This is an optimization exercise on Yosys and OpenROAD, whose aim is small area, not a production implementation.
Only simulation tests tie the RTL to the original design; equivalence was not proved.

==> flow/design.v <==
`default_nettype none
module led_fa(input a, input b, input c, output s, output co);
	assign s = a ^ b ^ c;
	assign co = (a & b) | (c & (a ^ b));
endmodule
module led_ha(input a, input b, output s, output co);
	assign s = a ^ b;
	assign co = a & b;
endmodule
module led_slice(
	input clk,
	input rot,
	input run,
	input lu,
	input ld,
	input cu_i,
	input cd_i,
	output cu_o,
	output cd_o
);
	reg u, d, z;
	wire su, sd;
	led_fa fu (u, lu, cu_i, su, cu_o);
	led_fa fd (d, ld, cd_i, sd, cd_o);
	always @(posedge clk) begin
		u <= rot & z | run & su;
		d <= rot & su | run & sd;
		z <= rot & sd | run & z;
	end
endmodule
module led_cycler(
	input clk,
	input rst,
	input tick,
	input rst_d,
	input tick_d,
	input [16:0] g0,       
	input [16:8] g1,       
	input g1z,             
	output [2:0] is_u,     
	output [2:0] is_d,     
	output cu,             
	output cd              
);
parameter SOFFSET = 0;
parameter SSTART = 0;
	localparam LO = 8;
	localparam HI = 16 - LO;
	localparam [16:0] LAST = 17'd65536 - SOFFSET;    
	localparam [15:0] K1 = SOFFSET;                   
	localparam [15:0] K2 = SOFFSET - 1;               
	reg first0, w0, first1, w1;
	reg [1:0] ph;
	reg done;
	wire done0 = (g0 == LAST);
	always @(posedge clk) begin
		if (rst) begin
			first0 <= 1'b1;
			w0 <= 1'b0;
		end else if (tick) begin
			if (done0) begin
				first0 <= 1'b0;
				w0 <= (SOFFSET != 0);
			end else if (g0[16]) begin
				w0 <= 1'b0;
			end
		end
		first1 <= first0;
		w1 <= w0;
		done <= done0;
		if (rst_d)
			ph <= SSTART;
		else if (tick_d & done)
			ph <= (ph == 2'd2) ? 2'd0 : ph + 2'd1;
	end
	wire [15:0] k0 = {16{~first0}} & (w0 ? K2 : K1);
	wire [15:0] k1 = {16{~first1}} & (w1 ? K2 : K1);
	wire [16:0] cl;
	wire [15:0] lv;
	wire [LO:0] lv0;
	reg l_mid, cl_mid;
	assign cl[0] = 1'b0;
	genvar j;
	generate for (j = 0; j < 16; j = j + 1) begin : gl
		wire ga = j <= LO ? g0[j] : g1[j];
		wire kb = j <= LO ? k0[j] : k1[j];
		wire ci = j == LO + 1 ? cl_mid : cl[j];
		wire s;
		if (j == 0) begin : b0
			if (K1[0] | (K2[0] & (SOFFSET != 0))) begin : h
				led_ha ha (ga, kb, s, cl[j+1]);
			end else begin : w
				assign s = ga;
				assign cl[j+1] = 1'b0;
			end
		end else if (K1[j] | (K2[j] & (SOFFSET != 0))) begin : f
			led_fa fa (ga, kb, ci, s, cl[j+1]);
		end else begin : h
			led_ha ha (ga, ci, s, cl[j+1]);
		end
		if (j <= LO) begin : lo
			assign lv0[j] = s;
			if (j < LO) begin : lo2
				assign lv[j] = s;
			end else begin : mid
				assign lv[j] = l_mid;
			end
		end else begin : hi
			assign lv[j] = s;
		end
	end endgenerate
	wire chg_n = ~rst & tick & done0;        
	wire chg = ~rst_d & tick_d & done;       
	wire lo_rot = ~rst & chg_n;
	wire lo_run = ~rst & ~chg_n;
	wire hi_rot = ~rst_d & chg;
	wire hi_run = ~rst_d & ~chg;
	wire [16:0] cuc, cdc;
	reg cu_mid, cd_mid;
	assign cuc[0] = 1'b0;
	assign cdc[0] = first0;      
	generate for (j = 0; j < 16; j = j + 1) begin : gs
		if (j < LO) begin : lo
			led_slice sl (clk, lo_rot, lo_run, lv[j], ~lv[j],
				cuc[j], cdc[j], cuc[j+1], cdc[j+1]);
		end else begin : hi
			led_slice sl (clk, hi_rot, hi_run, lv[j], ~lv[j],
				j == LO ? cu_mid : cuc[j], j == LO ? cd_mid : cdc[j],
				cuc[j+1], cdc[j+1]);
		end
	end endgenerate
	always @(posedge clk) begin
		l_mid <= lv0[LO];
		cl_mid <= cl[LO+1];
		cu_mid <= cuc[LO];
		cd_mid <= cdc[LO];
	end
	assign cu = cuc[16];
	assign cd = cdc[16];
	wire zf = first1 & g1z;
	assign is_u = {ph == 2'd0, ph == 2'd2, ph == 2'd1};
	assign is_d = {ph == 2'd1, ph == 2'd0, ph == 2'd2} & {3{~zf}};
endmodule
module rgb_led(
	input  clk,
	input  rst,
	input  tick,
	output [10:0] ledc,
	output [2:0] leda
);
	reg rst_d, tick_d;
	always @(posedge clk) begin
		rst_d <= rst;
		tick_d <= tick;
	end
	reg [16:0] g0;
	reg [16:8] g1;
	reg g1z;
	always @(posedge clk) begin
		g0 <= rst ? 17'd0 : ~tick ? g0 : g0[16] ? 17'd0 : g0 + 17'd1;
		g1 <= g0[16:8];
		g1z <= ~|g0[15:0];
	end
	wire [2:0] iu [0:10];
	wire [2:0] id [0:10];
	wire [10:0] cu, cd;
	led_cycler #(.SOFFSET(0),     .SSTART(0)) ledcyc0  (clk, rst, tick, rst_d, tick_d, g0, g1, g1z, iu[0],  id[0],  cu[0],  cd[0]);
	led_cycler #(.SOFFSET(17873), .SSTART(0)) ledcyc1  (clk, rst, tick, rst_d, tick_d, g0, g1, g1z, iu[1],  id[1],  cu[1],  cd[1]);
	led_cycler #(.SOFFSET(35746), .SSTART(0)) ledcyc2  (clk, rst, tick, rst_d, tick_d, g0, g1, g1z, iu[2],  id[2],  cu[2],  cd[2]);
	led_cycler #(.SOFFSET(53619), .SSTART(0)) ledcyc3  (clk, rst, tick, rst_d, tick_d, g0, g1, g1z, iu[3],  id[3],  cu[3],  cd[3]);
	led_cycler #(.SOFFSET(5957),  .SSTART(1)) ledcyc4  (clk, rst, tick, rst_d, tick_d, g0, g1, g1z, iu[4],  id[4],  cu[4],  cd[4]);
	led_cycler #(.SOFFSET(23830), .SSTART(1)) ledcyc5  (clk, rst, tick, rst_d, tick_d, g0, g1, g1z, iu[5],  id[5],  cu[5],  cd[5]);
	led_cycler #(.SOFFSET(41704), .SSTART(1)) ledcyc6  (clk, rst, tick, rst_d, tick_d, g0, g1, g1z, iu[6],  id[6],  cu[6],  cd[6]);
	led_cycler #(.SOFFSET(59577), .SSTART(1)) ledcyc7  (clk, rst, tick, rst_d, tick_d, g0, g1, g1z, iu[7],  id[7],  cu[7],  cd[7]);
	led_cycler #(.SOFFSET(11915), .SSTART(2)) ledcyc8  (clk, rst, tick, rst_d, tick_d, g0, g1, g1z, iu[8],  id[8],  cu[8],  cd[8]);
	led_cycler #(.SOFFSET(29788), .SSTART(2)) ledcyc9  (clk, rst, tick, rst_d, tick_d, g0, g1, g1z, iu[9],  id[9],  cu[9],  cd[9]);
	led_cycler #(.SOFFSET(47661), .SSTART(2)) ledcyc10 (clk, rst, tick, rst_d, tick_d, g0, g1, g1z, iu[10], id[10], cu[10], cd[10]);
	reg [9:0] timer;
	reg [1:0] col;
	always @(posedge clk) begin
		if (rst) begin
			timer <= 0;
			col <= 2'd3;
		end else begin
			timer <= timer + 1'b1;
			case (col)
				2'd3: col <= 2'd0;
				2'd0: if (timer == 0) col <= 2'd1;
				2'd1: if (timer == 0) col <= 2'd2;
				default: if (timer == 0) col <= 2'd0;
			endcase
		end
	end
	wire [2:0] leda_w = {col == 2'd2, col == 2'd1, col[1] == col[0]};
	localparam R = 0, G = 1, B = 2;
	localparam [21:0] MAP0 = {2'd1, 2'd1, 2'd0, 2'd0, 2'd2, 2'd2, 2'd1, 2'd2, 2'd1, 2'd2, 2'd1};
	localparam [21:0] MAP1 = {2'd0, 2'd0, 2'd1, 2'd1, 2'd0, 2'd0, 2'd0, 2'd0, 2'd0, 2'd0, 2'd0};
	localparam [21:0] MAP2 = {2'd2, 2'd2, 2'd2, 2'd2, 2'd1, 2'd1, 2'd2, 2'd1, 2'd2, 2'd1, 2'd2};
	reg [10:0] led_out_latch;
	wire [10:0] latch_n;
	genvar i;
	generate for (i = 0; i < 11; i = i + 1) begin : gled
		wire [2:0] u = iu[i];
		wire [2:0] d = id[i];
		wire su = leda_w[0] & u[MAP0[2*i +: 2]] | leda_w[1] & u[MAP1[2*i +: 2]] | leda_w[2] & u[MAP2[2*i +: 2]];
		wire sd = leda_w[0] & d[MAP0[2*i +: 2]] | leda_w[1] & d[MAP1[2*i +: 2]] | leda_w[2] & d[MAP2[2*i +: 2]];
		wire su_r = su & ~rst, sd_r = sd & ~rst, one = rst_d & ~rst;
		assign latch_n[i] = su_r & cu[i] | sd_r & cd[i] | one;
	end endgenerate
	always @(posedge clk)
		led_out_latch <= latch_n;
	assign ledc = led_out_latch;
	assign leda = leda_w;
endmodule  
Settings: LEC_CHECK=0, CAP_MARGIN=20, CORE_MARGIN=2, CORE_UTILIZATION=72, CTS_BUF_LIST=sky130_fd_sc_hd__clkbuf_8, CTS_CLUSTER_DIAMETER=80, CTS_CLUSTER_SIZE=14, GPL_TIMING_DRIVEN=0, PLACE_DENSITY=0.8, SLEW_MARGIN=20, SYNTH_HIERARCHICAL=1, SYNTH_MINIMUM_KEEP_SIZE=0; clock period 5.0 ns.
run.sh (not shown) runs the stock make flow with config.mk's settings and CLKGATE_MAP_FILE= SYNTH_SCRIPT=/design/flow/synth_recipe.tcl, a recipe that flattens the netlist after the stock synthesis.
Next try:
--- a/flow/design.v
+++ b/flow/design.v
@@ -6,27 +6,32 @@
 module led_ha(input a, input b, output s, output co);
 	assign s = a ^ b;
 	assign co = a & b;
 endmodule
-module led_slice(
+module led_slice #(parameter U0 = 0) (    
 	input clk,
 	input rot,
+	input rotn,    
 	input run,
-	input lu,
-	input ld,
+	input runn,    
+	input l,
 	input cu_i,
-	input cd_i,
+	input cdn_i,
 	output cu_o,
-	output cd_o
+	output cdn_o
 );
-	reg u, d, z;
-	wire su, sd;
-	led_fa fu (u, lu, cu_i, su, cu_o);
-	led_fa fd (d, ld, cd_i, sd, cd_o);
-	always @(posedge clk) begin
-		u <= rot & z | run & su;
-		d <= rot & su | run & sd;
-		z <= rot & sd | run & z;
+	reg u, dn, zn;
+	wire su, sdn;
+	generate if (U0) begin : h
+		led_ha fu (u, l, su, cu_o);
+	end else begin : f
+		led_fa fu (u, l, cu_i, su, cu_o);
+	end endgenerate
+	led_fa fd (dn, l, cdn_i, sdn, cdn_o);
+	always @(posedge clk) begin
+		u <= ~rotn & ~zn | run & su;
+		dn <= (~rot | ~su) & (runn | sdn);
+		zn <= (rotn | sdn) & (runn | zn);
 	end
 endmodule
 module led_cycler(
 	input clk,
@@ -85,9 +90,12 @@
 		wire ga = j <= LO ? g0[j] : g1[j];
 		wire kb = j <= LO ? k0[j] : k1[j];
 		wire ci = j == LO + 1 ? cl_mid : cl[j];
 		wire s;
-		if (j == 0) begin : b0
+		if (SOFFSET == 0) begin : z
+			assign s = ga;
+			assign cl[j+1] = 1'b0;
+		end else if (j == 0) begin : b0
 			if (K1[0] | (K2[0] & (SOFFSET != 0))) begin : h
 				led_ha ha (ga, kb, s, cl[j+1]);
 			end else begin : w
 				assign s = ga;
@@ -114,18 +122,18 @@
 	wire lo_rot = ~rst & chg_n;
 	wire lo_run = ~rst & ~chg_n;
 	wire hi_rot = ~rst_d & chg;
 	wire hi_run = ~rst_d & ~chg;
-	wire [16:0] cuc, cdc;
+	wire [16:0] cuc, cdc;     
 	reg cu_mid, cd_mid;
 	assign cuc[0] = 1'b0;
-	assign cdc[0] = first0;      
+	assign cdc[0] = ~first0;     
 	generate for (j = 0; j < 16; j = j + 1) begin : gs
 		if (j < LO) begin : lo
-			led_slice sl (clk, lo_rot, lo_run, lv[j], ~lv[j],
+			led_slice #(.U0(j == 0)) sl (clk, lo_rot, ~lo_rot, lo_run, ~lo_run, lv[j],
 				cuc[j], cdc[j], cuc[j+1], cdc[j+1]);
 		end else begin : hi
-			led_slice sl (clk, hi_rot, hi_run, lv[j], ~lv[j],
+			led_slice sl (clk, hi_rot, ~hi_rot, hi_run, ~hi_run, lv[j],
 				j == LO ? cu_mid : cuc[j], j == LO ? cd_mid : cdc[j],
 				cuc[j+1], cdc[j+1]);
 		end
 	end endgenerate
@@ -135,9 +143,9 @@
 		cu_mid <= cuc[LO];
 		cd_mid <= cdc[LO];
 	end
 	assign cu = cuc[16];
-	assign cd = cdc[16];
+	assign cd = ~cdc[16];
 	wire zf = first1 & g1z;
 	assign is_u = {ph == 2'd0, ph == 2'd2, ph == 2'd1};
 	assign is_d = {ph == 2'd1, ph == 2'd0, ph == 2'd2} & {3{~zf}};
 endmodule
Area after synthesis shrinks slightly.
Hold slack degrades by 0.012 ns.
Setup slack degrades by 0.040 ns.
Clock skew grows by 0.0068 ns.
Fmax shrinks slightly.
Register-to-register slack degrades by 0.04 ns.

## static timing again, ports no longer ideal
No port has a modelled driver above. Below, the same layouts with a new extraction and two added sets of constraints.
Step 1: set_driving_cell puts a clkbuf_16 on clk and a buf_2 on each other input, an assumption about the parent block.
Step 2 times the ports against the registers' clock, not the clock port: input delays grow and output delays shrink by t, the midpoint of the rising clock arrivals with the driver on.
a / b / c = ideal / step 1 / step 2; a / b = the first two.
run	t, ns	setup WS [ns]	hold WS [ns]
the first run	0.736	0.146 / 0.146 / 0.146	0.396 / 0.396 / 0.396
the second run	0.731	0.106 / 0.106 / 0.106	0.383 / 0.383 / 0.383
After both steps every run listed still meets setup and hold.
